This design comes from an exercise in tuning for small area on the open sky130 flow, not from production work.
The RTL was checked by simulation tests, not by an equivalence proof against the original design.
No activity file was given, so power comes from the tool's default toggle rates.

==> flow/design.v <==
module lightcube8_top #(parameter FRAME_GEN_CLK_DIV = 14, parameter SCAN_CLK_DIV = 14)
(
    input wire clk,
    input wire resetn,
    input wire [15:0] switch,
    output wire [15:0] led,
    output wire [7 :0] num_csn,
    output wire [6 :0] num_a_g,
    input wire rx,
    output wire tx,
    output wire [7:0] high_csn,
    output wire [7:0] row,
    output wire [7:0] row_cs
);
    wire rst = ~resetn;
    assign led = switch;
    assign tx  = 1'b1;
    wire sel_uart   = switch[15:14] == 2'b11;
    wire sel_gen    = switch[15:14] == 2'b10;
    wire sel_static = ~switch[15];
    reg rx_delay;
    always @(posedge clk) rx_delay <= rst ? 1'b1 : rx;
    wire rx_neg_edge = ~rx & rx_delay;
    wire byte_valid;
    reg  rx_en;
    always @(posedge clk) begin
        if (rst)        rx_en <= 1'b0;
        else if (rx_en) rx_en <= ~byte_valid;
        else            rx_en <= rx_neg_edge;
    end
    localparam BAUD_DIV = 868;
    reg [9:0] bcount;
    reg       flag_start_bit;
    wire sample1 = flag_start_bit && bcount == (BAUD_DIV >> 1);
    wire sample2 = bcount == BAUD_DIV;
    always @(posedge clk) begin
        if (rx_en) begin
            if (sample1) begin
                bcount <= 0;
                flag_start_bit <= 1'b0;
            end else if (sample2) begin
                bcount <= 0;
            end else begin
                bcount <= bcount + 1'b1;
            end
        end else begin
            bcount <= 0;
            flag_start_bit <= 1'b1;
        end
    end
    wire rx_valid = sample1 | sample2;
    reg [3:0] rx_cnt;
    assign byte_valid = rx_valid && rx_cnt == 4'd9;
    always @(posedge clk)
        rx_cnt <= rst | byte_valid ? 4'd0 :
                  rx_valid         ? rx_cnt + 1'b1 : rx_cnt;
    wire flag_data = rx_cnt != 4'd0 && rx_cnt != 4'd9;
    reg pbit;
    always @(posedge clk) if (rx_valid & flag_data) pbit <= rx;
    wire       have_bit = (rx_cnt >= 4'd2) && (rx_cnt <= 4'd9);
    wire [2:0] bit_idx  = rx_cnt[2:0] - 3'd2;
    reg [5:0] byte_cnt;
    always @(posedge clk)
        byte_cnt <= rst        ? 6'd0 :
                    byte_valid ? byte_cnt + 1'b1 : byte_cnt;
    reg fv_uart;
    always @(posedge clk)
        fv_uart <= rst ? 1'b0 : ~fv_uart & byte_valid & (byte_cnt == 6'd63);
    reg [3:0] speed_cnt;
    wire speed_ctrl = speed_cnt == switch[3:0];
    always @(posedge clk)
        speed_cnt <= rst | ~sel_gen | speed_ctrl ? 4'd0 : speed_cnt + 1'b1;
    reg [FRAME_GEN_CLK_DIV-1:0] gcnt;
    always @(posedge clk)
        gcnt <= rst | ~sel_gen ? {FRAME_GEN_CLK_DIV{1'b0}} :
                speed_ctrl     ? gcnt + 1'b1 : gcnt;
    wire fv_gen = sel_gen & (gcnt == 0) & (speed_cnt == 4'd0);
    reg [5:0] grow;
    always @(posedge clk)
        if (rst)         grow <= 6'd0;
        else if (fv_gen) grow <= grow + 1'b1;
    wire take = sel_uart & fv_uart;
    reg sync;
    always @(posedge clk) sync <= take | fv_gen;
    reg [31:0] frame_cnt;
    always @(posedge clk)
        if (rst)                    frame_cnt <= 32'd0;
        else if (fv_uart | fv_gen)  frame_cnt <= frame_cnt + 1'b1;
    reg       tag_uart, tag_anim, ptr;
    reg [5:0] pat;
    always @(posedge clk) begin
        if (sel_static) begin
            tag_uart <= 1'b0;
            tag_anim <= 1'b0;
            pat      <= {2'b00, switch[3:0]};
        end else if (take) begin
            tag_uart <= 1'b1;
            tag_anim <= 1'b0;
            ptr      <= ~ptr;
        end else if (fv_gen) begin
            tag_uart <= 1'b0;
            tag_anim <= 1'b1;
            pat      <= grow;
        end
    end
    reg [SCAN_CLK_DIV-1:0] dcnt;
    always @(posedge clk) dcnt <= rst | sync ? {SCAN_CLK_DIV{1'b0}} : dcnt + 1'b1;
    wire [5:0] srow = dcnt[SCAN_CLK_DIV-1 -: 6];
    wire scan_step = ~(rst | sync) & (&dcnt[SCAN_CLK_DIV-7:0]);
    assign high_csn = ~(8'd1 << srow[5:3]);
    assign row_cs   =  (8'd1 << srow[2:0]);
    reg [5:0] phi;
    always @(posedge clk) phi <= (phi == 6'd62) ? 6'd0 : phi + 1'b1;
    wire wbank   = ~ptr;
    wire slot_in = have_bit & (phi + 6'd1 == byte_cnt);
    wire r0_in   = have_bit & (byte_cnt == 6'd0);
    wire refresh = phi == srow;
    wire load_cur = scan_step & (srow != 6'd63);
    wire [7:0] r0_0, r0_1, cur_0, cur_1;
    lc_bank bank0 (
        .clk(clk), .we(wbank == 1'b0), .slot_in(slot_in), .r0_in(r0_in),
        .bit_idx(bit_idx), .pbit(pbit), .refresh(refresh), .load_cur(load_cur),
        .r0(r0_0), .cur(cur_0)
    );
    lc_bank bank1 (
        .clk(clk), .we(wbank == 1'b1), .slot_in(slot_in), .r0_in(r0_in),
        .bit_idx(bit_idx), .pbit(pbit), .refresh(refresh), .load_cur(load_cur),
        .r0(r0_1), .cur(cur_1)
    );
    wire [7:0] uart_row = (srow == 6'd0) ? (ptr ? r0_1 : r0_0) : (ptr ? cur_1 : cur_0);
    reg [7:0] static_row;
    always @(*) begin
        static_row = 8'h00;
        case (pat[3:0])
            4'h0: static_row = 8'hff;
            4'h1, 4'h2, 4'h3, 4'h4, 4'h5, 4'h6, 4'h7, 4'h8:
                  static_row = (srow[5:3] == pat[2:0] - 3'd1) ? 8'hff : 8'h00;
            4'h9: static_row = (srow == 6'd0) ? 8'hff : 8'h00;
            4'ha: static_row = (srow == 6'd1) ? 8'hff : 8'h00;
            4'hb: static_row = (srow == 6'd2) ? 8'hff : 8'h00;
            4'hc: static_row = (srow[5:3] == 3'd0) ? 8'h01 : 8'h00;
            4'hd: static_row = (srow[5:3] == 3'd1) ? 8'h01 : 8'h00;
            4'he: static_row = (srow[5:3] == 3'd2) ? 8'h01 : 8'h00;
            4'hf: begin
                if (srow[5:3] == 3'd0 || srow[5:3] == 3'd7)
                    static_row = (srow[2:0] == 3'd0 || srow[2:0] == 3'd7) ? 8'hff : 8'h81;
                else
                    static_row = (srow[2:0] == 3'd0 || srow[2:0] == 3'd7) ? 8'h81 : 8'h00;
            end
        endcase
    end
    wire [7:0] anim_row = (srow == pat) ? 8'hff : 8'h00;
    assign row = tag_uart ? uart_row : tag_anim ? anim_row : static_row;
    reg [19:0] count;
    always @(posedge clk) count <= rst ? 20'd0 : count + 1'b1;
    reg [3:0] scan_data;
    reg [2:0] csel;
    reg       csv;
    reg [3:0] sd2;
    always @(posedge clk) begin
        if (rst) begin
            scan_data <= 4'd0;
            csv       <= 1'b0;
        end else begin
            case (count[19:17])
                3'd0: scan_data <= frame_cnt[31:28];
                3'd1: scan_data <= frame_cnt[27:24];
                3'd2: scan_data <= frame_cnt[23:20];
                3'd3: scan_data <= frame_cnt[19:16];
                3'd4: scan_data <= frame_cnt[15:12];
                3'd5: scan_data <= frame_cnt[11: 8];
                3'd6: scan_data <= frame_cnt[7 : 4];
                3'd7: scan_data <= frame_cnt[3 : 0];
            endcase
            csv <= 1'b1;
        end
        csel <= count[19:17];
        sd2  <= rst ? 4'd8 : scan_data;
    end
    assign num_csn = csv ? ~(8'h80 >> csel) : 8'hff;
    reg [6:0] seg;
    always @(*) begin
        case (sd2)
            4'd0 : seg = 7'b0000001;
            4'd1 : seg = 7'b1001111;
            4'd2 : seg = 7'b0010010;
            4'd3 : seg = 7'b0000110;
            4'd4 : seg = 7'b1001100;
            4'd5 : seg = 7'b0100100;
            4'd6 : seg = 7'b0100000;
            4'd7 : seg = 7'b0001111;
            4'd8 : seg = 7'b0000000;
            4'd9 : seg = 7'b0000100;
            4'd10: seg = 7'b0001000;
            4'd11: seg = 7'b1100000;
            4'd12: seg = 7'b0110001;
            4'd13: seg = 7'b1000010;
            4'd14: seg = 7'b0110000;
            default: seg = 7'b0111000;
        endcase
    end
    assign num_a_g = seg;
endmodule
module lc_bank (
    input  wire       clk,
    input  wire       we,         
    input  wire       slot_in,    
    input  wire       r0_in,      
    input  wire [2:0] bit_idx,
    input  wire       pbit,
    input  wire       refresh,    
    input  wire       load_cur,   
    output reg  [7:0] r0,
    output reg  [7:0] cur
);
    reg  [7:0] nxt;
    wire [7:0] head;
    wire [7:0] sel;
    genvar j;
    generate
        for (j = 0; j < 8; j = j + 1) begin : col
            reg [62:0] rg;
            assign sel[j]  = we & (bit_idx == j);
            assign head[j] = (sel[j] & slot_in) ? pbit : rg[0];
            always @(posedge clk) rg <= {head[j], rg[62:1]};
        end
    endgenerate
    always @(posedge clk) begin
        r0 <= (sel & {8{r0_in}}) & {8{pbit}} | ~(sel & {8{r0_in}}) & r0;
        if (refresh)  nxt <= head;
        if (load_cur) cur <= nxt;
    end
endmodule
==> flow/run.sh <==
#!/bin/bash
# synth_recipe.tcl (not shown) runs the flow's synth.tcl, then flattens the netlist and writes it again
# the make line also repeats each setting of config.mk as NAME=value (left out here)
make -C /OpenROAD-flow-scripts/flow DESIGN_CONFIG=/design/flow/config.mk WORK_HOME=/design/flow/orfs CLKGATE_MAP_FILE= SYNTH_SCRIPT=/design/flow/synth_recipe.tcl finish
==> flow/config.mk <==
export PLATFORM = sky130hd
export DESIGN_NAME = lightcube8_top
export DESIGN_NICKNAME = lightcube8_top
export VERILOG_FILES = /design/flow/design.v
export SDC_FILE = /design/flow/constraint.sdc
export NUM_CORES = 4
export LEC_CHECK = 0
export CAP_MARGIN = 40
export CORE_MARGIN = 2
export CORE_UTILIZATION = 40
export SLEW_MARGIN = 40
export SYNTH_MEMORY_MAX_BITS = 8192
==> flow/constraint.sdc <==
create_clock -name core_clock -period 10.0 [get_ports {clk}]
set_input_delay 2.0000 -clock core_clock [delete_from_list [all_inputs] [get_ports {clk}]]
set_output_delay 2.0000 -clock core_clock [all_outputs]
set_load 0.01 [all_outputs]
==> results of run 1 <==
final cells by class:
| class | count | area share (%) |
|---|---|---|
| clock inverter | 56 | 2.274 |
| sequential | 1202 | 69.55 |
| timing repair buffer | 64 | 1.797 |
| tap | 969 | 3.427 |
| inverter | 38 | 0.4032 |
| clock buffer | 137 | 8.273 |
| multi-input combinational | 776 | 14.28 |
metrics by stage:
stage               power [mW]  hold WS (ns)  instance area [um^2]  utilization (%)  instances
floorplan                4.990        0.3096                 30120                -       2088
global placement         5.020        0.3105                 31590            42.43       3045
detailed placement       5.025        0.3121                 31630            42.49       3048
CTS                      9.229        0.2961                 35370            47.50       3241
global route             9.431        0.3018                 35380            47.52       3242
finish                   9.113        0.2968                 35380            47.52       3242
cells by family (layout without fill, tap and decap cells):
family	after synthesis	after routing	share of synthesized area, %
AOI/OAI and AO/OA	151	151	2.945
and+or+nand+nor	471	471	8.299
adders and majority gates	30	30	1.246
other	1	1	0.01245
xor gates and xnor gates	82	82	2.384
DFF	1202	1202	81.68
muxes	41	41	1.794
buffers and inverters	110	295	1.641
report_power, final:
| group | switching [mW] | internal, mW | total, mW |
|---|---|---|---|
| registers | 0.00922 | 4.82 | 4.83 |
| clock network | 1.72 | 2.47 | 4.20 |
| logic | 0.0470 | 0.0368 | 0.0838 |
state kept, by name (all words and copies together) (netlist names), 6 cells and up, named ones only:
signal and count:
bank0.col.rg 504, bank0.cur 8, bank0.nxt 8, bank1.col.rg 504
bank1.cur 8, bank1.nxt 8, bcount 10, byte_cnt 6
count 20, dcnt 14, frame_cnt 32, gcnt 14
grow 6, num_a_g 7, pat 6, phi 6
metal layers:
layer	vias to the layer above	part of all wire [%]	global-route usage (%)	wire length, um
li1	7171	-	-	-
met1	6807	49	15.13	21190
met2	221	44	17.37	19090
met3	101	4.0	2.846	1730
met4	2	2.7	4.671	1159
met5	-	0.035	0	15
worst paths after layout:
check                      from                  to  depth (start not counted)
max reg2reg           rx_cnt[1]        bank1.nxt[4]                          7
min reg2reg  bank1.col[7].rg[2]  bank1.col[7].rg[1]                          0
min          bank1.col[7].rg[2]  bank1.col[7].rg[1]                          0
max                      pat[0]              row[5]                          8
placed cells by master, fill, tap and decap left out, types with 16 or more instances in the layout:
| master | n |
|---|---|
| a21oi_1 | 58 |
| and3_1 | 16 |
| clkbuf_16 | 104 |
| clkbuf_8 | 20 |
| clkdlybuf4s50_1 | 53 |
| clkinv_2 | 18 |
| dfxtp_1 | 1148 |
| edfxtp_1 | 54 |
| ha_1 | 30 |
| inv_1 | 37 |
| mux2_1 | 16 |
| nand2_1 | 79 |
| nand3_1 | 65 |
| nand4_1 | 41 |
| nor2_1 | 107 |
| nor3_1 | 37 |
| o21ai_0 | 26 |
| o21ai_1 | 22 |
| or3_1 | 27 |
| or4_1 | 16 |
| xnor2_1 | 43 |
| xor2_1 | 39 |
critical path: cells and delay by family, from the launching register on:
family	cells	cell delay, ns
adders and majority gates	1	0.25
AOI/OAI and AO/OA	3	0.83
buffers and inverters	2	0.62
DFF	1	0.46
and+or+nand+nor	2	0.50
==> impl_metrics.yaml, run 1 <==
place:
  place_ws_ns: 4.667
  gp_congestion: 0.7796
  dp_hpwl_mm: 24.80
  port-buffer-count: 53
sta:
  setup_ws_ns: 4.678
  period_share_pct: 53.22
  skew_ns: 0.03815
  fin_crit_ns: 5.322
  tightest_slew_ns: 0.8103
  slew_headroom_pct: 45.58
  hold_violations: 0
  fmax_mhz: 187.9
  drv_slew: 0
  finalSetupViolCount: 0
  rsz0062_at_grt: "no"
  timing.setup.tns_ns: 0
cts:
  cts.clk_slew.worst_paths_ns: 0.06
  cts_root_buf: "clkbuf_16"
  clk_path_buf_depth: 3
  h-tree-depth: 3
  post_cts_buffers: 0
  tritoncts: "done"
  ctsHoldBuffers: 0
  clock_sinks: 1202
  ctsResizeCount: 0
  clock_latency_ns: 0.66
  numCtsBuffers: 102
global_route:
  grt_pass1_wl_mm: 72.46
  grt_overflow: 0
  antenna_found_initial: 1
  grt_use_total_pct: 11.27
  grt_pass1_vias: 14434
  grt_max_degree: 61
setup_path:
  worstSetupEndpointType: "primary output"
  crit_path_max_incr_delay_ns: 0.55
  crit_fanout: 8
  cp-start-kind: "register"
  worst_ep_required_time_ns: 8.00
  crit_chain: "inv_1 -> ha_1 -> nor3_1 -> a211o_1 -> a31oi_1 -> a211oi_2 -> nand3_1 -> clkdlybuf4s50_1"
  critical_path_class: "register to primary output"
  regToRegSetupSlack_ns: 7.27
  crit_arrival_ns: 3.32
  critPathSlowestCell: "a211oi_2"
final_layout:
  layout-drive-gt1-share_pct: 9.943
  syn_to_final_growth_pct: 17.44
  final_net_count: 2233
  multiInputGateArea_um2: 5051
  antennaDiodeCount: 0
  n_fill_cell: 6341
  ff_latch_area_um2: 24600
run_status:
  status: "finished clean"
power:
  powerDensity_nw_per_um2: 257.6
  p_leak_nw: 13.51
  irDropWorstVdd_mv: 0.1820
floorplan:
  num_rows: 100
  die_w_um: 278.4
  die_area_um2: 77520
  core_area_um2: 74450
  ios: 75
  start_util_pct: 40.46
  die_height_um: 278.4
synthesis:
  synth-edff-count: 54
  yosys.area.top_type: "dfxtp_1"
  syn_inst: 2088
  synth.most_common_cell: "dfxtp_1"
  ys_ff_latch: 1202
  syn-num-nets: 2137
  post_synth_num_cell_types: 65
  synth.area.top_cells: "dfxtp_1, edfxtp_1, nor2_1, xnor2_1, ha_1"
  synth_warnings: 2
  postSynthAreaPerCell_um2: 14.43
  syn-cell-area_um2: 30120
  synth_ff_type: "dfxtp_1"
  synth_commonest_cells: "dfxtp_1, nor2_1, nand2_1, nand3_1, a21oi_1"
  synth.yosys.seq_area_share_pct: 81.68
  synth.top_cell.area_share_pct: 76.29
  synth-async-reset-ratio_pct: 0
drt:
  wirelength_mm: 43.18
  wl_per_cell_um: 13.32
  ant_nets: 0
  num_vias: 14302
  first_iter_violations: 747
  routed_via_density: 4.411
  dr.pass1.iters: 5
  drc: 0
flow_run:
  maxCapViolCount: 0
hold_path:
  min_path_type: "register to register"
==> run 2: changes to the inputs <==
--- a/flow/config.mk
+++ b/flow/config.mk
@@ -8,5 +8,8 @@
 export CAP_MARGIN = 40
 export CORE_MARGIN = 2
 export CORE_UTILIZATION = 40
+export CTS_BUF_LIST = sky130_fd_sc_hd__clkbuf_8
+export CTS_CLUSTER_DIAMETER = 40
+export CTS_CLUSTER_SIZE = 20
 export SLEW_MARGIN = 40
 export SYNTH_MEMORY_MAX_BITS = 8192
==> impl_metrics.yaml, run 2 <==
flow_run:
  maxCapViolCount: 0
cts:
  tritoncts: "done"
  post_cts_buffers: 0
  h-tree-depth: 3
  cts_root_buf: "clkbuf_8"
  clock_latency_ns: 0.72
  clk_path_buf_depth: 3
  clock_sinks: 1202
  numCtsBuffers: 105
  ctsResizeCount: 0
  ctsHoldBuffers: 0
  cts.clk_slew.worst_paths_ns: 0.11
synthesis:
  synth.top_cell.area_share_pct: 76.29
  synth-edff-count: 54
  synth_compound_area_share_pct: 2.945
  synth-async-reset-ratio_pct: 0
  synth-xor-area-share_pct: 2.384
  syn-num-nets: 2137
  synth.area.top_cells: "dfxtp_1, edfxtp_1, nor2_1, xnor2_1, ha_1"
  synth_fa_ha_area_share_pct: 1.246
  synth_top_family_by_area: "simple AND/OR/NAND/NOR gates"
  synth_commonest_cells: "dfxtp_1, nor2_1, nand2_1, nand3_1, a21oi_1"
  syn_inst: 2088
  synth_mux_area_share_pct: 1.794
  synth.yosys.seq_area_share_pct: 81.68
  ys_ff_latch: 1202
  post_synth_num_cell_types: 65
  syn-cell-area_um2: 30120
  synth.most_common_cell: "dfxtp_1"
  synth_ff_type: "dfxtp_1"
  yosys.area_share.simple_pct: 8.299
  synth_warnings: 2
  yosys.area.top_type: "dfxtp_1"
  postSynthAreaPerCell_um2: 14.43
final_layout:
  syn_to_final_growth_pct: 13.20
  n_fill_cell: 6462
  final_net_count: 2236
  antennaDiodeCount: 0
  layout_top_registers: "bank0.col.rg x504, bank1.col.rg x504, frame_cnt x32"
  final_cell_mix: "dfxtp_1, clkbuf_8, nor2_1"
  ff_latch_area_um2: 24600
  final_common_cell: "dfxtp_1"
  multiInputGateArea_um2: 5051
  fin_area_um2: 34100
  instances_no_fill: 3242
  layout-drive-gt1-share_pct: 10.34
floorplan:
  start_util_pct: 40.46
  die_height_um: 278.4
  die_w_um: 278.4
  core_area_um2: 74450
  die_area_um2: 77520
  ios: 75
  num_rows: 100
global_route:
  antenna_found_initial: 1
  grt_max_degree: 61
  grt_pass1_vias: 14355
  grt_pass1_wl_mm: 71.78
  grt_overflow: 0
  grt_use_total_pct: 11.16
sta:
  skew_ns: 0.04306
  drv_slew: 0
  fmax_mhz: 186.6
  hold_violations: 0
  fin_crit_ns: 5.360
  timing.setup.tns_ns: 0
  tightest_slew_ns: 0.8144
  period_share_pct: 53.60
  finalSetupViolCount: 0
  slew_headroom_pct: 45.30
  finalHoldWorstSlack_ns: 0.3075
  rsz0062_at_grt: "no"
setup_path:
  cp-start-kind: "register"
  worst_ep_required_time_ns: 8.00
  rr_endpoint: "bank1.nxt[2]"
  critical_path_class: "register to primary output"
  regToRegSetupSlack_ns: 7.27
  crit_arrival_ns: 3.36
  crit_fanout: 8
  worstSetupEndpointType: "primary output"
  worst-r2r-cell-count: 7
  r2r-start: "rx_cnt[1]"
drt:
  dr.pass1.iters: 5
  ant_nets: 0
  wirelength_mm: 42.84
  first_iter_violations: 765
  drc: 0
  wl_per_cell_um: 13.21
  num_vias: 14370
  routed_via_density: 4.432
power:
  irDropWorstVdd_mv: 0.1692
  powerDensity_nw_per_um2: 234.2
  p_leak_nw: 12.94
place:
  dp_hpwl_mm: 24.80
  gp_congestion: 0.7796
  port-buffer-count: 53
  dpl.cell_count: 3048
  placed_area_um2: 31630
hold_path:
  hold_depth: 0
  hold_path_end: "bank1.col[3].rg[11]"
  worstHoldStart: "bank1.col[3].rg[12]"
  min_path_type: "register to register"
run_status:
  status: "finished clean"
[run 2: cell counts after synthesis]
Identical to the previous run, type by type.
[run 2: cell families (layout without fill, tap and decap cells)]
kind of cell | after synthesis | after routing
and+or+nand+nor | 471 | 471
DFF | 1202 | 1202
adders and majority gates | 30 | 30
muxes | 41 | 41
other | 1 | 1
xor gates and xnor gates | 82 | 82
buffers and inverters | 110 | 295
AOI/OAI and AO/OA | 151 | 151
[run 2: area by class of cell]
type	count	area share, %
clock inverter	80	2.638
timing repair buffer	64	1.864
multi-input combinational	776	14.81
clock buffer	113	4.561
inverter	38	0.4183
tap	969	3.555
sequential	1202	72.15
[run 2: where the power goes]
part	switching [mW]	internal (mW)	leakage (nW)
sequential	0.00921	4.82	9.80
combinational	0.0469	0.0367	1.89
clock	1.71	1.36	1.25
total	1.76	6.22	12.9
[run 2: layer usage]
metal | vias up | GRT usage (%) | routed length [um]
met3 | 107 | 2.930 | 1699
met4 | 2 | 4.463 | 1201
li1 | 7192 | - | -
met5 | - | 0 | 15
met2 | 233 | 16.96 | 18720
met1 | 6836 | 15.17 | 21200
[run 2: worst max-delay path: stages, from the launching register on]
cell and delay (ns):
edfxtp_1 0.46, inv_1 0.10, ha_1 0.25, nor3_1 0.33
a211o_1 0.18, a31oi_1 0.10, a211oi_2 0.56, nand3_1 0.17
clkdlybuf4s50_1 0.52
[run 2: through the flow]
| stage | power (mW) | setup slack (ns) | utilization (%) |
|---|---|---|---|
| 2_1_floorplan | 4.990 | 5.881 | - |
| 3_3_place_gp | 5.020 | 4.698 | 42.43 |
| 3_5_place_dp | 5.025 | 4.667 | 42.49 |
| 4_1_cts | 8.090 | 4.535 | 45.79 |
| 5_1_grt | 8.295 | 4.360 | 45.81 |
| 6_report | 7.986 | 4.640 | 45.81 |
[run 2: worst max path at each step]
| stage | slack, ns | from | end |
|---|---|---|---|
| 2_1_floorplan | 5.88 | switch[0] | led[0] |
| 3_3_place_gp | 4.70 | switch[15] | led[15] |
| 3_5_place_dp | 4.67 | switch[15] | led[15] |
| 4_1_cts | 4.54 | pat[0] | row[5] |
| 5_1_grt | 4.36 | pat[0] | row[3] |
| 6_report | 4.64 | pat[0] | row[5] |
==> run 3: changes to the inputs <==
--- a/flow/config.mk
+++ b/flow/config.mk
@@ -7,9 +7,9 @@
 export LEC_CHECK = 0
 export CAP_MARGIN = 40
 export CORE_MARGIN = 2
-export CORE_UTILIZATION = 40
+export CORE_UTILIZATION = 65
 export CTS_BUF_LIST = sky130_fd_sc_hd__clkbuf_8
-export CTS_CLUSTER_DIAMETER = 40
-export CTS_CLUSTER_SIZE = 20
+export CTS_CLUSTER_DIAMETER = 30
+export CTS_CLUSTER_SIZE = 25
 export SLEW_MARGIN = 40
 export SYNTH_MEMORY_MAX_BITS = 8192
==> impl_metrics.yaml, run 3 <==
power:
  irDropWorstVdd_mv: 0.2178
  powerDensity_nw_per_um2: 249.4
  total_power_mw: 8.574
  p_leak_nw: 13.32
synthesis:
  yosys.area.top_type: "dfxtp_1"
  synth-async-reset-ratio_pct: 0
  synth.yosys.seq_area_share_pct: 81.68
  postSynthAreaPerCell_um2: 14.43
  post_synth_num_cell_types: 65
  syn-cell-area_um2: 30120
  ys_ff_latch: 1202
  synth_commonest_cells: "dfxtp_1, nor2_1, nand2_1, nand3_1, a21oi_1"
  synth.top_cell.area_share_pct: 76.29
  synth.area.top_cells: "dfxtp_1, edfxtp_1, nor2_1, xnor2_1, ha_1"
  synth_warnings: 2
  synth.most_common_cell: "dfxtp_1"
  syn-num-nets: 2137
  syn_inst: 2088
  synth-edff-count: 54
  synth_ff_type: "dfxtp_1"
setup_path:
  rr_endpoint: "bank0.nxt[2]"
  worst-r2r-cell-count: 7
  setup.worst_path.start: "dcnt[11]"
  critPathSlowestCell: "nor3_1"
  r2r-start: "rx_cnt[0]"
  regToRegSetupSlack_ns: 7.30
  critical_path_class: "register to primary output"
  crit_chain: "nor3_1 -> nand2_1 -> mux4_2 -> a22oi_1 -> nand3_1 -> clkdlybuf4s50_1"
  cp-start-kind: "register"
  crit_arrival_ns: 3.30
  crit_path_max_incr_delay_ns: 0.51
  worstSetupEndpointType: "primary output"
  worst_ep_required_time_ns: 8.00
  crit_fanout: 15
floorplan:
  core_area_um2: 45580
  die_height_um: 219.3
  start_util_pct: 66.09
  die_area_um2: 48080
  num_rows: 78
  ios: 75
  die_w_um: 219.3
final_layout:
  final_cell_mix: "dfxtp_1, clkbuf_8, nor2_1"
  utilization_pct: 75.44
  n_fill_cell: 2691
  layout-drive-gt1-share_pct: 12.33
  final_common_cell: "dfxtp_1"
  syn_to_final_growth_pct: 14.14
  layout_top_registers: "bank0.col.rg x504, bank1.col.rg x504, frame_cnt x32"
  final_net_count: 2267
sta:
  fmax_mhz: 188.7
  fin_crit_ns: 5.299
  tightest_slew_ns: 0.7081
  drv_slew: 0
  skew_ns: 0.06022
  hold_violations: 0
  slew_headroom_pct: 52.29
  period_share_pct: 52.99
  finalSetupViolCount: 0
  rsz0062_at_grt: "no"
  timing.setup.tns_ns: 0
cts:
  ctsHoldBuffers: 0
  clk_path_buf_depth: 3
  clock_sinks: 1202
  numCtsBuffers: 137
  h-tree-depth: 4
  cts.clk_slew.worst_paths_ns: 0.09
  post_cts_buffers: 0
  clock_latency_ns: 0.79
  ctsResizeCount: 0
  cts_root_buf: "clkbuf_8"
  tritoncts: "done"
flow_run:
  maxCapViolCount: 0
drt:
  wirelength_mm: 44.03
  wl_per_cell_um: 15.04
  first_iter_violations: 999
  num_vias: 14520
  drc: 0
  dr.pass1.iters: 5
  routed_via_density: 4.959
  ant_nets: 0
place:
  port-buffer-count: 53
  gp_congestion: 0.8643
  dp_hpwl_mm: 24.18
global_route:
  grt_use_total_pct: 19.33
  grt_pass1_vias: 14465
  grt_max_degree: 55
  grt_pass1_wl_mm: 72.92
  grt_overflow: 0
  antenna_found_initial: 1
hold_path:
  hold_path_end: "bank1.col[2].rg[16]"
  worstHoldStart: "bank1.col[2].rg[17]"
  hold_depth: 0
  min_path_type: "register to register"
run_status:
  status: "finished clean"
## run 3: cell counts after synthesis
No cell type changed its count.
## run 3: area by class of cell
type	instances	area [um^2]	area share, %
sequential	1202	24600	71.57
clock inverter	97	1100	3.199
timing repair buffer	63	644.4	1.874
clock buffer	151	2078	6.045
antenna	1	2.502	0.007279
multi-input combinational	776	5057	14.71
inverter	38	142.6	0.4149
tap	600	750.7	2.184
## run 3: power by group
part | internal [mW] | switching, mW | total [mW]
Clock | 1.87 | 1.79 | 3.66
Combinational | 0.0369 | 0.0439 | 0.0808
Sequential | 4.82 | 0.00938 | 4.83
Total | 6.73 | 1.85 | 8.57
## run 3: worst max-delay path: cells and delay by family (launching register included)
| kind | cells | cell delay, ns |
|---|---|---|
| flops | 1 | 0.48 |
| mux | 1 | 0.39 |
| simple gates | 3 | 1.00 |
| buf+inv | 1 | 0.50 |
| compound gates | 1 | 0.18 |
## run 3: layer usage
| metal | up-vias | wire (um) | global-route usage, % | part of all wire, % |
|---|---|---|---|---|
| li1 | 7257 | - | - | - |
| met1 | 6855 | 21950 | 27.31 | 50 |
| met2 | 308 | 18700 | 27.83 | 42 |
| met3 | 100 | 2259 | 5.669 | 5.1 |
| met4 | 0 | 1118 | 8.446 | 2.5 |
| met5 | - | 0 | 0 | 0 |
## run 3: worst max path at each step
| stage | end | cells past startpoint |
|---|---|---|
| 6_report | row[0] | 6 |
| 5_1_grt | row[0] | 6 |
| 4_1_cts | row[5] | 8 |
| 3_5_place_dp | led[15] | 2 |
| 3_3_place_gp | led[15] | 2 |
| 2_1_floorplan | led[0] | 1 |
## run 3: kinds of logic (layout without fill, tap and decap cells)
family | Yosys count | count (layout) | synth area share (%)
AO/OA/AOI/OAI | 151 | 151 | 2.945
adder cells (fa/ha/maj) | 30 | 30 | 1.246
AND/OR/NAND/NOR | 471 | 471 | 8.299
multiplexers | 41 | 41 | 1.794
XOR/XNOR | 82 | 82 | 2.384
flip-flops | 1202 | 1202 | 81.68
buffers and inverters | 110 | 349 | 1.641
other | 1 | 2 | 0.01245
## run 3: stage by stage
stage	worst slack, ns	cells	hold WS [ns]	instance area [um^2]
floorplan	5.881	2088	0.3096	30120
global placement	4.714	2674	0.3107	31110
detailed placement	4.698	2677	0.3121	31170
CTS	4.397	2925	0.2999	34350
global route	4.384	2927	0.3044	34380
finish	4.701	2928	0.3022	34380
==> run 4: changes to the inputs <==
--- a/flow/design.v
+++ b/flow/design.v
@@ -28,11 +28,10 @@
         else if (rx_en) rx_en <= ~byte_valid;
         else            rx_en <= rx_neg_edge;
     end
-    localparam BAUD_DIV = 868;
     reg [9:0] bcount;
     reg       flag_start_bit;
-    wire sample1 = flag_start_bit && bcount == (BAUD_DIV >> 1);
-    wire sample2 = bcount == BAUD_DIV;
+    wire sample1 = flag_start_bit && bcount == 10'b0100000010;
+    wire sample2 = bcount == 10'b1011001100;
     always @(posedge clk) begin
         if (rx_en) begin
             if (sample1) begin
@@ -41,7 +40,7 @@
             end else if (sample2) begin
                 bcount <= 0;
             end else begin
-                bcount <= bcount + 1'b1;
+                bcount <= {bcount[8:0], ~(bcount[9] ^ bcount[6])};
             end
         end else begin
             bcount <= 0;
@@ -59,21 +58,22 @@
     always @(posedge clk) if (rx_valid & flag_data) pbit <= rx;
     wire       have_bit = (rx_cnt >= 4'd2) && (rx_cnt <= 4'd9);
     wire [2:0] bit_idx  = rx_cnt[2:0] - 3'd2;
-    reg [5:0] byte_cnt;
-    always @(posedge clk)
-        byte_cnt <= rst        ? 6'd0 :
-                    byte_valid ? byte_cnt + 1'b1 : byte_cnt;
+    reg [5:0] bc1;
+    always @(posedge clk)
+        bc1 <= rst        ? 6'd63 :
+               byte_valid ? bc1 + 1'b1 : bc1;
     reg fv_uart;
     always @(posedge clk)
-        fv_uart <= rst ? 1'b0 : ~fv_uart & byte_valid & (byte_cnt == 6'd63);
+        fv_uart <= rst ? 1'b0 : ~fv_uart & byte_valid & (bc1 == 6'd62);
     reg [3:0] speed_cnt;
     wire speed_ctrl = speed_cnt == switch[3:0];
     always @(posedge clk)
         speed_cnt <= rst | ~sel_gen | speed_ctrl ? 4'd0 : speed_cnt + 1'b1;
-    reg [FRAME_GEN_CLK_DIV-1:0] gcnt;
-    always @(posedge clk)
-        gcnt <= rst | ~sel_gen ? {FRAME_GEN_CLK_DIV{1'b0}} :
-                speed_ctrl     ? gcnt + 1'b1 : gcnt;
+    reg [13:0] gcnt;
+    wire gfb = gcnt[13] ^ gcnt[12] ^ gcnt[11] ^ gcnt[1] ^ (gcnt[12:0] == 13'd0);
+    always @(posedge clk)
+        gcnt <= rst | ~sel_gen ? 14'd0 :
+                speed_ctrl     ? {gcnt[12:0], gfb} : gcnt;
     wire fv_gen = sel_gen & (gcnt == 0) & (speed_cnt == 4'd0);
     reg [5:0] grow;
     always @(posedge clk)
@@ -103,17 +103,23 @@
             pat      <= grow;
         end
     end
-    reg [SCAN_CLK_DIV-1:0] dcnt;
-    always @(posedge clk) dcnt <= rst | sync ? {SCAN_CLK_DIV{1'b0}} : dcnt + 1'b1;
-    wire [5:0] srow = dcnt[SCAN_CLK_DIV-1 -: 6];
-    wire scan_step = ~(rst | sync) & (&dcnt[SCAN_CLK_DIV-7:0]);
+    reg [7:0] dlo;
+    reg [5:0] srow;
+    wire dz    = dlo[6:0] == 7'd0;
+    wire dlast = dlo[7] & dz;
+    wire dfb   = dlo[7] ^ dlo[5] ^ dlo[4] ^ dlo[3] ^ dz;
+    always @(posedge clk) begin
+        dlo  <= rst | sync ? 8'd0 : {dlo[6:0], dfb};
+        srow <= rst | sync ? 6'd0 : srow + dlast;
+    end
+    wire scan_step = ~(rst | sync) & dlast;
     assign high_csn = ~(8'd1 << srow[5:3]);
     assign row_cs   =  (8'd1 << srow[2:0]);
     reg [5:0] phi;
     always @(posedge clk) phi <= (phi == 6'd62) ? 6'd0 : phi + 1'b1;
     wire wbank   = ~ptr;
-    wire slot_in = have_bit & (phi + 6'd1 == byte_cnt);
-    wire r0_in   = have_bit & (byte_cnt == 6'd0);
+    wire slot_in = have_bit & (phi == bc1);
+    wire r0_in   = have_bit & (bc1 == 6'd63);
     wire refresh = phi == srow;
     wire load_cur = scan_step & (srow != 6'd63);
     wire [7:0] r0_0, r0_1, cur_0, cur_1;
@@ -151,8 +157,14 @@
     end
     wire [7:0] anim_row = (srow == pat) ? 8'hff : 8'h00;
     assign row = tag_uart ? uart_row : tag_anim ? anim_row : static_row;
-    reg [19:0] count;
-    always @(posedge clk) count <= rst ? 20'd0 : count + 1'b1;
+    reg [16:0] clo;
+    reg [2:0]  digit;
+    wire cz    = clo[15:0] == 16'd0;
+    wire cfb   = clo[16] ^ clo[13] ^ cz;
+    always @(posedge clk) begin
+        clo   <= rst ? 17'd0 : {clo[15:0], cfb};
+        digit <= rst ? 3'd0  : digit + (clo[16] & cz);
+    end
     reg [3:0] scan_data;
     reg [2:0] csel;
     reg       csv;
@@ -162,7 +174,7 @@
             scan_data <= 4'd0;
             csv       <= 1'b0;
         end else begin
-            case (count[19:17])
+            case (digit)
                 3'd0: scan_data <= frame_cnt[31:28];
                 3'd1: scan_data <= frame_cnt[27:24];
                 3'd2: scan_data <= frame_cnt[23:20];
@@ -174,7 +186,7 @@
             endcase
             csv <= 1'b1;
         end
-        csel <= count[19:17];
+        csel <= digit;
         sd2  <= rst ? 4'd8 : scan_data;
     end
     assign num_csn = csv ? ~(8'h80 >> csel) : 8'hff;
--- a/flow/config.mk
+++ b/flow/config.mk
@@ -7,9 +7,9 @@
 export LEC_CHECK = 0
 export CAP_MARGIN = 40
 export CORE_MARGIN = 2
-export CORE_UTILIZATION = 65
+export CORE_UTILIZATION = 60
 export CTS_BUF_LIST = sky130_fd_sc_hd__clkbuf_8
-export CTS_CLUSTER_DIAMETER = 30
-export CTS_CLUSTER_SIZE = 25
+export CTS_CLUSTER_DIAMETER = 60
+export CTS_CLUSTER_SIZE = 20
 export SLEW_MARGIN = 40
 export SYNTH_MEMORY_MAX_BITS = 8192
==> impl_metrics.yaml, run 4 <==
drt:
  drc: 0
  wirelength_mm: 37.92
  routed_via_density: 4.830
  first_iter_violations: 511
  dr_wl_met3_mm: 1.605
  met2_wirelength_mm: 16.27
  top_layer: "met5"
  wl_per_cell_um: 14.26
  wl_met1_mm: 19.01
  dr.pass1.iters: 5
  num_vias: 12843
  ant_nets: 0
setup_path:
  worstSetupEndpointType: "primary output"
  worst-r2r-cell-count: 7
  crit_chain: "clkdlybuf4s50_1 -> clkdlybuf4s50_1"
  rr_endpoint: "bank0.nxt[2]"
  cp_common_cell: "clkdlybuf4s50_1"
  crit_path_max_incr_delay_ns: 0.70
  crit_fanout: 11
  critical_path_class: "primary input to primary output"
  path_delay_family: "buffers and inverters"
  worst_ep_required_time_ns: 8.00
  crit_buf_inv: 2
  cp-start-kind: "primary input"
  setup.worst_path.start: "switch[15]"
  regToRegSetupSlack_ns: 7.40
  r2r-start: "rx_cnt[1]"
  crit_arrival_ns: 3.31
  critPathSlowestCell: "clkdlybuf4s50_1"
sta:
  setup_ws_ns: 4.690
  period_share_pct: 53.10
  slew_headroom_pct: 49.69
  drv_slew: 0
  rsz0062_at_grt: "no"
  tightest_slew_ns: 0.7468
  skew_ns: 0.02869
  timing.setup.tns_ns: 0
  finalSetupViolCount: 0
  hold_violations: 0
  fmax_mhz: 188.3
  fin_crit_ns: 5.310
place:
  place_ws_ns: 4.709
  dp_hpwl_mm: 22.55
  port-buffer-count: 53
  gp_congestion: 0.7874
power:
  power.clock.fraction_pct: 29.5
  p_leak_nw: 12.33
  internal-power_mw: 5.583
  irDropWorstVdd_mv: 0.1998
  switching_share_pct: 19.90
  p_sw_mw: 1.387
  combinationalPowerShare_pct: 1.2
  powerDensity_nw_per_um2: 220.1
  p_seq_share_pct: 69.3
cts:
  ctsHoldBuffers: 0
  tritoncts: "done"
  cts.clk_slew.worst_paths_ns: 0.10
  cts_root_buf: "clkbuf_8"
  clk_path_buf_depth: 3
  ctsResizeCount: 0
  post_cts_buffers: 0
  clock_latency_ns: 0.68
  clock_sinks: 1202
  h-tree-depth: 3
  numCtsBuffers: 73
final_layout:
  antennaDiodeCount: 0
  final_net_count: 2066
  layout-drive-gt1-share_pct: 7.364
  syn_to_final_growth_pct: 7.723
  ff_latch_area_um2: 24600
  n_fill_cell: 3608
  final_cell_mix: "dfxtp_1, nor2_1, nand2_1"
  final_common_cell: "dfxtp_1"
  layout_top_registers: "bank0.col.rg x504, bank1.col.rg x504, frame_cnt x32"
  multiInputGateArea_um2: 4417
hold_path:
  worstHoldStart: "bank1.col[1].rg[36]"
  hold_depth: 0
  min_path_type: "register to register"
  hold_path_end: "bank1.col[1].rg[35]"
global_route:
  grt_use_total_pct: 15.62
  grt_pass1_vias: 12634
  grt_pass1_wl_mm: 63.53
  antenna_found_initial: 2
  grt_overflow: 0
  grt_max_degree: 55
synthesis:
  syn_inst: 1947
  synth_ff_type: "dfxtp_1"
  synth-edff-count: 54
  synth_commonest_cells: "dfxtp_1, nor2_1, nand2_1, edfxtp_1, a21oi_1"
  synth.most_common_cell: "dfxtp_1"
  synth.yosys.seq_area_share_pct: 83.67
  post_synth_num_cell_types: 65
  ys_ff_latch: 1202
  synth.top_cell.area_share_pct: 78.16
  yosys.area.top_type: "dfxtp_1"
  synth-async-reset-ratio_pct: 0
  syn-cell-area_um2: 29400
  postSynthAreaPerCell_um2: 15.10
  synth_warnings: 2
  syn-num-nets: 1994
  synth.area.top_cells: "dfxtp_1, edfxtp_1, ha_1, nor2_1, xnor2_1"
floorplan:
  die_w_um: 225.4
  start_util_pct: 60.44
  die_height_um: 225.4
  core_area_um2: 48650
  die_area_um2: 50790
  ios: 75
  num_rows: 81
flow_run:
  maxCapViolCount: 0
run_status:
  status: "finished clean"
run 4: cell types whose count changed after synthesis, moves of 9 or more:
cell	change
nor2_1	-16
xor2_1	-21
and3_1	-9
nand4_1	-20
and2_1	+37
o21ai_1	-21
o21ai_0	+10
nand3_1	-31
mux2_2	+15
a21o_1	+9
mux2i_1	+14
a21oi_1	-17
nor3_1	-28
mux2_1	-16
run 4: per-stage QoR:
stage / cells / util, % / total power, mW / area, um^2 / hold slack [ns]
global placement: 2564 / 62.56 / 5.022 / 30430 / 0.3102
finish: 2659 / 65.11 / 6.970 / 31680 / 0.3201
detailed placement: 2566 / 62.65 / 5.024 / 30480 / 0.3121
floorplan: 1947 / - / 4.993 / 29400 / 0.3096
CTS: 2659 / 65.08 / 7.057 / 31660 / 0.3182
global route: 2659 / 65.11 / 7.232 / 31680 / 0.3211
run 4: routing by layer:
metal / up-vias / global-route usage [%]
li1: 6460 / -
met1: 6101 / 21.97
met2: 192 / 23.61
met3: 88 / 3.963
met4: 2 / 5.576
met5: - / 0
run 4: power groups by stage:
stage | clock [mW] | combinational [mW] | sequential (mW)
2_1_floorplan | 0 | 0.0560 | 4.94
3_3_place_gp | 0 | 0.0829 | 4.94
3_5_place_dp | 0 | 0.0847 | 4.94
4_1_cts | 2.14 | 0.0853 | 4.83
5_1_grt | 2.31 | 0.0932 | 4.83
6_report | 2.06 | 0.0838 | 4.83
run 4: how the worst max path moves through the flow:
stage | end | slack (ns) | cells after the start
final | led[15] | 4.69 | 2
after global placement | led[15] | 4.74 | 2
after floorplan | led[0] | 5.88 | 1
after global routing | row[3] | 4.46 | 8
after detailed placement | led[15] | 4.71 | 2
after CTS | row[0] | 4.63 | 5
run 4: worst register-to-register path, cell delays in order (launching register included):
cell and delay, ns:
dfxtp_1 0.38, inv_1 0.12, ha_1 0.36, o21bai_1 0.12
a21o_1 0.27, nor4_2 0.63, nand2_1 0.12, mux2_2 0.35
run 4: cells by family after synthesis:
kind of cell    after synthesis  synth area share, %
xor+xnor                     54                1.608
other cells                   1              0.01275
compound gates              128                2.668
flops                      1202                83.67
mux                          57                2.506
simple gates                385                6.881
buf+inv                      92                1.460
fa+ha+maj                    28                1.191
run 4: cell type report:
type                       count  area share [%]
sequential                  1202           77.67
multi-input combinational    653           13.94
clock buffer                  73           3.172
tap                          622           2.457
timing repair buffer          59           1.829
clock inverter                20          0.5688
inverter                      30          0.3555
==> run 5: changes to the inputs <==
==> flow/flow/run.sh (new file) <==
#!/bin/bash
# Standard layout, with clock-tree synthesis told not to add dummy loads and
# the port buffers made of the smallest buffer cell.
set -euo pipefail
export CTS_ARGS="-sink_clustering_enable -repair_clock_nets -dont_use_dummy_load -buf_list sky130_fd_sc_hd__clkbuf_8 -sink_clustering_size 20 -sink_clustering_max_diameter 60"
export BUFFER_PORTS_ARGS="-buffer_cell sky130_fd_sc_hd__buf_1"
bash standard.sh > standard_flow.log 2>&1
==> flow/standard.sh (new file) <==
#!/bin/bash
# synth_recipe.tcl (not shown) runs the flow's synth.tcl, then flattens the netlist and writes it again
# the make line also repeats each setting of config.mk as NAME=value (left out here)
make -C /OpenROAD-flow-scripts/flow DESIGN_CONFIG=/design/flow/config.mk WORK_HOME=/design/flow/orfs CLKGATE_MAP_FILE= SYNTH_SCRIPT=/design/flow/synth_recipe.tcl "${@:-finish}"
removed: flow/run.sh
==> impl_metrics.yaml, run 5 <==
power:
  irDropWorstVdd_mv: 0.1621
  switching_share_pct: 19.33
  combinationalPowerShare_pct: 1.0
  p_leak_nw: 12.10
  power.clock.fraction_pct: 28.3
  p_sw_mw: 1.320
  p_seq_share_pct: 70.7
  internal-power_mw: 5.510
  powerDensity_nw_per_um2: 219.1
setup_path:
  crit_fanout: 6
  crit_path_max_incr_delay_ns: 0.50
  critPathSlowestCell: "edfxtp_1"
  crit_chain: "inv_1 -> ha_1 -> nor4_1 -> o31ai_1 -> o21ai_0 -> nand4_1 -> a21o_1 -> buf_1"
  crit_buf_inv: 2
  worstSetupEndpointType: "primary output"
  critical_path_class: "register to primary output"
  crit_arrival_ns: 2.93
  worst_ep_required_time_ns: 8.00
  cp-start-kind: "register"
  worst-r2r-cell-count: 7
  regToRegSetupSlack_ns: 7.29
  path_delay_family: "simple AND/OR/NAND/NOR gates"
  path_depth: 8
sta:
  fin_crit_ns: 4.930
  fmax_mhz: 202.9
  drv_slew: 0
  finalSetupViolCount: 0
  tightest_slew_ns: 0.7967
  slew_headroom_pct: 46.40
  timing.setup.tns_ns: 0
  hold_violations: 0
  period_share_pct: 49.30
  setup_ws_ns: 5.070
  skew_ns: 0.07573
  rsz0062_at_grt: "no"
hold_path:
  hold_depth: 0
  min_path_type: "register to register"
drt:
  dr.pass1.iters: 7
  ant_nets: 0
  first_iter_violations: 553
  drc: 0
  wirelength_mm: 38.10
  num_vias: 12811
  routed_via_density: 4.853
  wl_per_cell_um: 14.43
global_route:
  grt_overflow: 0
  grt_pass1_vias: 12511
  grt_pass1_wl_mm: 63.56
  grt_use_total_pct: 15.62
  antenna_found_initial: 2
  grt_max_degree: 55
synthesis:
  synth_ff_type: "dfxtp_1"
  synth.most_common_cell: "dfxtp_1"
  syn-num-nets: 1994
  ys_ff_latch: 1202
  synth-async-reset-ratio_pct: 0
  synth_commonest_cells: "dfxtp_1, nor2_1, nand2_1, edfxtp_1, a21oi_1"
  syn-cell-area_um2: 29400
  postSynthAreaPerCell_um2: 15.10
  synth-edff-count: 54
  synth.area.top_cells: "dfxtp_1, edfxtp_1, ha_1, nor2_1, xnor2_1"
  synth.yosys.seq_area_share_pct: 83.67
  yosys.area.top_type: "dfxtp_1"
  syn_inst: 1947
  synth_warnings: 2
  synth.top_cell.area_share_pct: 78.16
  post_synth_num_cell_types: 65
cts:
  clock_sinks: 1202
  clock_latency_ns: 0.67
  tritoncts: "done"
  ctsHoldBuffers: 0
  cts.clk_slew.worst_paths_ns: 0.12
  cts_root_buf: "clkbuf_8"
  h-tree-depth: 3
  ctsResizeCount: 0
  numCtsBuffers: 73
  post_cts_buffers: 0
  clk_path_buf_depth: 3
final_layout:
  layout-drive-gt1-share_pct: 6.690
  n_fill_cell: 3620
  multiInputGateArea_um2: 4410
  utilization_pct: 64.07
  final_net_count: 2067
  layout_top_registers: "bank0.col.rg x504, bank1.col.rg x504, frame_cnt x32"
  final_common_cell: "dfxtp_1"
  ff_latch_area_um2: 24600
  antennaDiodeCount: 0
  syn_to_final_growth_pct: 6.004
  final_cell_mix: "dfxtp_1, nor2_1, nand2_1"
  instances_no_fill: 2640
floorplan:
  num_rows: 81
  die_height_um: 225.4
  die_area_um2: 50790
  core_area_um2: 48650
  start_util_pct: 60.44
  ios: 75
  die_w_um: 225.4
place:
  dp_hpwl_mm: 22.57
  place_ws_ns: 5.465
  dpl.cell_count: 2567
  gp_congestion: 0.8130
  port-buffer-count: 53
run_status:
  status: "finished clean"
flow_run:
  maxCapViolCount: 0
run 5: final timing paths:
path,start,to
max,pat[0],row[1]
min,bank1.col[7].rg[5],bank1.col[7].rg[4]
max reg2reg,rx_cnt[1],bank1.nxt[2]
min reg2reg,bank1.col[7].rg[5],bank1.col[7].rg[4]
run 5: worst register-to-register path, delay by kind of cell, from the launching register on:
| kind | cells | cell delay [ns] |
|---|---|---|
| simple gates | 2 | 0.88 |
| compound gates | 2 | 0.39 |
| flops | 1 | 0.37 |
| fa+ha+maj | 1 | 0.34 |
| mux | 1 | 0.34 |
| buf+inv | 1 | 0.12 |
run 5: cell families (layout without fill, tap and decap cells):
| kind of cell | Yosys count | in the layout | synth area share (%) |
|---|---|---|---|
| DFF | 1202 | 1202 | 83.67 |
| xor gates and xnor gates | 54 | 54 | 1.608 |
| and+or+nand+nor | 385 | 385 | 6.881 |
| muxes | 57 | 57 | 2.506 |
| other | 1 | 1 | 0.01275 |
| adders and majority gates | 28 | 28 | 1.191 |
| buffers and inverters | 92 | 163 | 1.460 |
| AOI/OAI and AO/OA | 128 | 128 | 2.668 |
run 5: area by class of cell:
| cell class | count | area share [%] |
|---|---|---|
| Tap cell | 622 | 2.497 |
| Inverter | 30 | 0.3613 |
| Clock buffer | 73 | 3.223 |
| Multi-Input combinational cell | 653 | 14.15 |
| Timing Repair Buffer | 60 | 0.8349 |
| Sequential cell | 1202 | 78.93 |
run 5: power by group through the flow:
stage / Clock, mW / Combinational, mW / Sequential, mW
2_1_floorplan: 0 / 0.0560 / 4.94
3_3_place_gp: 0 / 0.0683 / 4.94
3_5_place_dp: 0 / 0.0707 / 4.94
4_1_cts: 2.03 / 0.0712 / 4.83
5_1_grt: 2.19 / 0.0786 / 4.83
6_report: 1.93 / 0.0700 / 4.83
run 5: layer usage:
layer / wire [um] / up-vias / global-route usage [%] / share of wire [%]
met5: 13 / - / 0 / 0.034
met4: 1145 / 2 / 6.409 / 3.0
met3: 1571 / 83 / 3.768 / 4.1
met2: 16390 / 193 / 23.40 / 43
met1: 18980 / 6069 / 21.95 / 50
li1: - / 6464 / - / -
run 5: stage by stage:
| step | total power [mW] | hold slack (ns) | area, um^2 |
|---|---|---|---|
| floorplan | 4.993 | 0.3096 | 29400 |
| detailed placement | 5.010 | 0.3121 | 30140 |
| global route | 7.104 | 0.2835 | 31170 |
| finish | 6.830 | 0.2875 | 31170 |
| CTS | 6.928 | 0.2821 | 31150 |
| global placement | 5.008 | 0.3097 | 30100 |

## re-timing with driven ports
No port has a modelled driver above. Below, the same layouts with a new extraction and two added sets of constraints. Step 1 sets driving cells, clkbuf_16 on the clock port and buf_2 on the other inputs (assumed; they add their load-dependent delay and slew). Step 2, shift: input delay + t, output delay - t, t = (earliest + latest rising clock arrival at the registers) / 2. This alone moves slack from input paths to output paths. a / b / c = no drivers / after step 1 / after step 2; a / b = the first two.
run | shift t [ns] | slack for setup (ns) | worst hold slack (ns) | worst slew at a driven data input, ns | pins driven straight from the clock port
run 1 | 0.695 | 4.678 / 4.622 / 4.650 | 0.297 / 0.297 / 0.297 | 0.09 | 1
run 2 | 0.750 | 4.640 / 4.589 / 4.658 | 0.307 / 0.307 / 0.307 | 0.09 | 1
run 3 | 0.820 | 4.701 / 4.648 / 4.675 | 0.302 / 0.302 / 0.302 | 0.06 | 1
run 4 | 0.718 | 4.690 / 4.659 / 4.659 | 0.320 / 0.320 / 0.320 | 0.12 | 1
run 5 | 0.684 | 5.070 / 5.016 / 5.456 | 0.288 / 0.288 / 0.288 | 0.12 | 1
After both steps setup and hold are still met in every run listed. The setup slack of run 4, which loses most, moves by -0.031 ns with the drivers and by -0.031 ns with both steps.
